Context: an optimization exercise on an open-source flow, tuned for small area and a short achievable clock period. The choices shown serve that exercise and are no tape-out recipe.
In this exercise RTL edits were held to simulation tests only and were not proved equivalent to the original.
No activity file was given, so power comes from the tool's default toggle rates.

// CPU
module CPU(reset, clk, imem_addr, imem_data, mem_addr, mem_wdata, mem_rdata, mem_read, mem_write);
Size in the first run: ~5000 cells after synthesis, roughly 160 I/O pins, ~66000 um^2 of cells after synthesis.
==> flow/config.mk <==
export PLATFORM = sky130hd
export DESIGN_NAME = CPU
export DESIGN_NICKNAME = CPU
export VERILOG_FILES = /design/flow/design.v
export SDC_FILE = /design/flow/constraint.sdc
export NUM_CORES = 8
export LEC_CHECK = 0
export CAP_MARGIN = 20
export CORE_MARGIN = 2
export CORE_UTILIZATION = 40
export SLEW_MARGIN = 20
export SYNTH_HIERARCHICAL = 1
==> flow/constraint.sdc <==
create_clock -name core_clock -period 10.0 [get_ports {clk}]
set_input_delay 2.0000 -clock core_clock [delete_from_list [all_inputs] [get_ports {clk}]]
set_output_delay 2.0000 -clock core_clock [all_outputs]
set_load 0.01 [all_outputs]
standard.sh (not shown) runs the stock make flow with config.mk's settings and CLKGATE_MAP_FILE= SYNTH_SCRIPT=/design/flow/synth_recipe.tcl, a recipe that flattens the netlist after the stock synthesis.
==> flow/flow/run.sh <==
#!/bin/bash
# Layout: the standard ORFS flow (standard.sh), with
#  - timing repair aimed below the clock period (repair_timing runs until the setup
#    slack reaches SETUP_SLACK_MARGIN),
#  - plain buffers on the ports instead of the delay cells buffer_ports picks,
#  - clock tree synthesis without dummy loads, with larger leaf clusters and only the
#    largest clock buffer, which needs fewer buffers in all.
# ORFS writes each step's full log under orfs/logs; make's own output goes to flow.log.
set -euo pipefail
bash standard.sh \
    SETUP_SLACK_MARGIN=6.2 \
    "BUFFER_PORTS_ARGS=-buffer_cell sky130_fd_sc_hd__buf_2" \
    "CTS_ARGS=-sink_clustering_enable -repair_clock_nets -dont_use_dummy_load -buf_list sky130_fd_sc_hd__clkbuf_16 -sink_clustering_size 20 -sink_clustering_max_diameter 100" \
    finish > flow.log 2>&1
The starting point finished with timing, DRC and antenna clean.
Next try:
--- a/flow/flow/run.sh
+++ b/flow/flow/run.sh
@@ -9,6 +9,6 @@
 set -euo pipefail
 bash standard.sh \
-    SETUP_SLACK_MARGIN=6.2 \
+    SETUP_SLACK_MARGIN=6.5 \
     "BUFFER_PORTS_ARGS=-buffer_cell sky130_fd_sc_hd__buf_2" \
-    "CTS_ARGS=-sink_clustering_enable -repair_clock_nets -dont_use_dummy_load -buf_list sky130_fd_sc_hd__clkbuf_16 -sink_clustering_size 20 -sink_clustering_max_diameter 100" \
+    "CTS_ARGS=-sink_clustering_enable -repair_clock_nets -dont_use_dummy_load -buf_list sky130_fd_sc_hd__clkbuf_16 -sink_clustering_size 26 -sink_clustering_max_diameter 110" \
     finish > flow.log 2>&1
Area after synthesis does not change.
Worst setup slack gains 0.31 ns.
First-iteration DRC count falls by 1.8%.
Synthesized cell count stays the same.
Die area is unchanged.
Next try:
--- a/flow/flow/run.sh
+++ b/flow/flow/run.sh
@@ -11,4 +11,4 @@
     SETUP_SLACK_MARGIN=6.5 \
     "BUFFER_PORTS_ARGS=-buffer_cell sky130_fd_sc_hd__buf_2" \
-    "CTS_ARGS=-sink_clustering_enable -repair_clock_nets -dont_use_dummy_load -buf_list sky130_fd_sc_hd__clkbuf_16 -sink_clustering_size 26 -sink_clustering_max_diameter 110" \
+    "CTS_ARGS=-sink_clustering_enable -repair_clock_nets -dont_use_dummy_load -buf_list sky130_fd_sc_hd__clkbuf_16 -sink_clustering_size 20 -sink_clustering_max_diameter 100" \
     finish > flow.log 2>&1
--- a/flow/config.mk
+++ b/flow/config.mk
@@ -9,4 +9,5 @@
 export CORE_MARGIN = 2
 export CORE_UTILIZATION = 40
+export PLACE_DENSITY = 0.72
 export SLEW_MARGIN = 20
 export SYNTH_HIERARCHICAL = 1
What happened: Maximum frequency falls by 0.99%; routed wire length falls by 6.5%; area after synthesis is unchanged; die area is unchanged; sequential share of layout area barely changes; critical path depth does not change; cell area stays flat; power rises by 0.41%; clock skew falls by 0.016 ns.

Starting RTL as in the previous note.
export LEC_CHECK = 0
export CAP_MARGIN = 20
export CORE_MARGIN = 2
export CORE_UTILIZATION = 50
export SLEW_MARGIN = 20
export SYNTH_HIERARCHICAL = 1
create_clock -name core_clock -period 10.0 [get_ports {clk}]
==> flow/flow/run.sh <==
#!/bin/bash
# Layout: the standard ORFS flow (standard.sh), with
#  - timing repair aimed below the clock period (repair_timing runs until the setup
#    slack reaches SETUP_SLACK_MARGIN),
#  - plain buffers on the ports instead of the delay cells buffer_ports picks,
#  - clock tree synthesis without dummy loads, with larger leaf clusters and only the
#    largest clock buffer, which needs fewer buffers in all.
# ORFS writes each step's full log under orfs/logs; make's own output goes to flow.log.
set -euo pipefail
bash standard.sh \
    SETUP_SLACK_MARGIN=6.5 \
    "BUFFER_PORTS_ARGS=-buffer_cell sky130_fd_sc_hd__buf_2" \
    "CTS_ARGS=-sink_clustering_enable -repair_clock_nets -dont_use_dummy_load -buf_list sky130_fd_sc_hd__clkbuf_16 -sink_clustering_size 20 -sink_clustering_max_diameter 100" \
    finish > flow.log 2>&1
Change:
--- a/flow/flow/run.sh
+++ b/flow/flow/run.sh
@@ -10,3 +10,3 @@
 bash standard.sh \
-    SETUP_SLACK_MARGIN=6.5 \
+    SETUP_SLACK_MARGIN=6.7 \
     "BUFFER_PORTS_ARGS=-buffer_cell sky130_fd_sc_hd__buf_2" \
--- a/flow/config.mk
+++ b/flow/config.mk
@@ -9,3 +9,3 @@
 export CORE_MARGIN = 2
-export CORE_UTILIZATION = 50
+export CORE_UTILIZATION = 40
 export SLEW_MARGIN = 20
Outcome:
- final cell count grows by 8.1%
- final area went up by 4.0%
- via count came out higher by 2.4%
- global-route usage falls by 6.7 points
- power climbs by 2.8%
- worst hold slack barely changes
- routed wire length climbs by 5.8%
Change:
--- a/flow/flow/run.sh
+++ b/flow/flow/run.sh
@@ -10,3 +10,3 @@
 bash standard.sh \
-    SETUP_SLACK_MARGIN=6.7 \
+    SETUP_SLACK_MARGIN=6.5 \
     "BUFFER_PORTS_ARGS=-buffer_cell sky130_fd_sc_hd__buf_2" \
Effect:
- hold slack stays flat
- sequential cell count stays the same
- global-route usage goes down by 2.8 points
- first-iteration DRC count goes down by 18%
- design area goes down by 3.8%
- die area stays the same

Starting RTL as in the previous note.
==> flow/config.mk <==
export PLATFORM = sky130hd
export DESIGN_NAME = CPU
export DESIGN_NICKNAME = CPU
export VERILOG_FILES = /design/flow/design.v
export SDC_FILE = /design/flow/constraint.sdc
export NUM_CORES = 8
export LEC_CHECK = 0
export CAP_MARGIN = 5
export CORE_MARGIN = 2
export CORE_UTILIZATION = 40
export SLEW_MARGIN = 5
export SYNTH_HIERARCHICAL = 1
==> flow/constraint.sdc <==
create_clock -name core_clock -period 10.0 [get_ports {clk}]
set_input_delay 2.0000 -clock core_clock [delete_from_list [all_inputs] [get_ports {clk}]]
set_output_delay 2.0000 -clock core_clock [all_outputs]
set_load 0.01 [all_outputs]
==> flow/flow/run.sh <==
#!/bin/bash
# Layout: the standard ORFS flow (standard.sh), with
#  - timing repair aimed below the clock period (repair_timing runs until the setup
#    slack reaches SETUP_SLACK_MARGIN),
#  - plain buffers on the ports instead of the delay cells buffer_ports picks,
#  - clock tree synthesis without dummy loads, with larger leaf clusters and only the
#    largest clock buffer, which needs fewer buffers in all.
# ORFS writes each step's full log under orfs/logs; make's own output goes to flow.log.
set -euo pipefail
bash standard.sh \
    SETUP_SLACK_MARGIN=6.5 \
    "BUFFER_PORTS_ARGS=-buffer_cell sky130_fd_sc_hd__buf_2" \
    "CTS_ARGS=-sink_clustering_enable -repair_clock_nets -dont_use_dummy_load -buf_list sky130_fd_sc_hd__clkbuf_16 -sink_clustering_size 20 -sink_clustering_max_diameter 100" \
    finish > flow.log 2>&1
The first run completed, yet does not pass: antenna violations.
Then changed:
--- a/flow/flow/run.sh
+++ b/flow/flow/run.sh
@@ -9,5 +9,5 @@
 set -euo pipefail
 bash standard.sh \
-    SETUP_SLACK_MARGIN=6.5 \
+    SETUP_SLACK_MARGIN=5.9 \
     "BUFFER_PORTS_ARGS=-buffer_cell sky130_fd_sc_hd__buf_2" \
     "CTS_ARGS=-sink_clustering_enable -repair_clock_nets -dont_use_dummy_load -buf_list sky130_fd_sc_hd__clkbuf_16 -sink_clustering_size 20 -sink_clustering_max_diameter 100" \
Settings changed: CAP_MARGIN 5 to 20, SLEW_MARGIN 5 to 20.
Outcome: The changed run ran to the end with no violations. Final cell count drops by 0.34%. Utilization drops by 0.64 points. Die area is unchanged. Area after synthesis stays the same. Design area drops by 1.4%. Total power drops by 0.78%. Synthesized cell count stays the same. Global-route usage drops by 0.96 points.

-- afterwards: timing with drivers on the ports --
How much do the figures lean on ideal ports? The routed layouts below were timed once more, with nothing changed but the port constraints. Step 1, drivers: a clkbuf_16 drives clk and a buf_2 each remaining input, both assumed. Step 2 moves the port delays by t, midway between the first and last clock arrival at a register: inputs arrive t later, outputs are due t later. That takes back most of the time a late clock gives input paths. Slacks: no drivers / after step 1 / after step 2; pairs: no drivers / after step 1.
| run | t, ns | setup WS [ns] | worst setup path at the end | latest minus earliest clock arrival (ns) |
|---|---|---|---|---|
| the first run of note 1 | 0.780 | 6.125 / 6.127 / 5.347 | input to register | 0.120 / 0.120 |
| the second run of note 1 | 0.776 | 6.439 / 6.363 / 5.586 | input to register | 0.100 / 0.099 |
| the third run of note 1 | 0.772 | 6.403 / 6.306 / 5.534 | input to register | 0.082 / 0.082 |
| the first run of note 2 | 0.783 | 6.409 / 6.256 / 5.473 | input to register | 0.086 / 0.086 |
| the second run of note 2 | 0.793 | 6.550 / 6.488 / 5.695 | input to register | 0.121 / 0.121 |
| the third run of note 2 | 0.786 | 6.477 / 6.395 / 5.608 | input to register | 0.101 / 0.101 |
| the first run of note 3 | 0.780 | 6.470 / 6.392 / 5.612 | input to register | 0.086 / 0.086 |
| the second run of note 3 | 0.780 | 5.951 / 5.970 / 5.190 | input to register | 0.105 / 0.106 |
The setup slack of the first run of note 2, which loses most, moves by -0.153 ns with the drivers and by -0.936 ns with both steps.
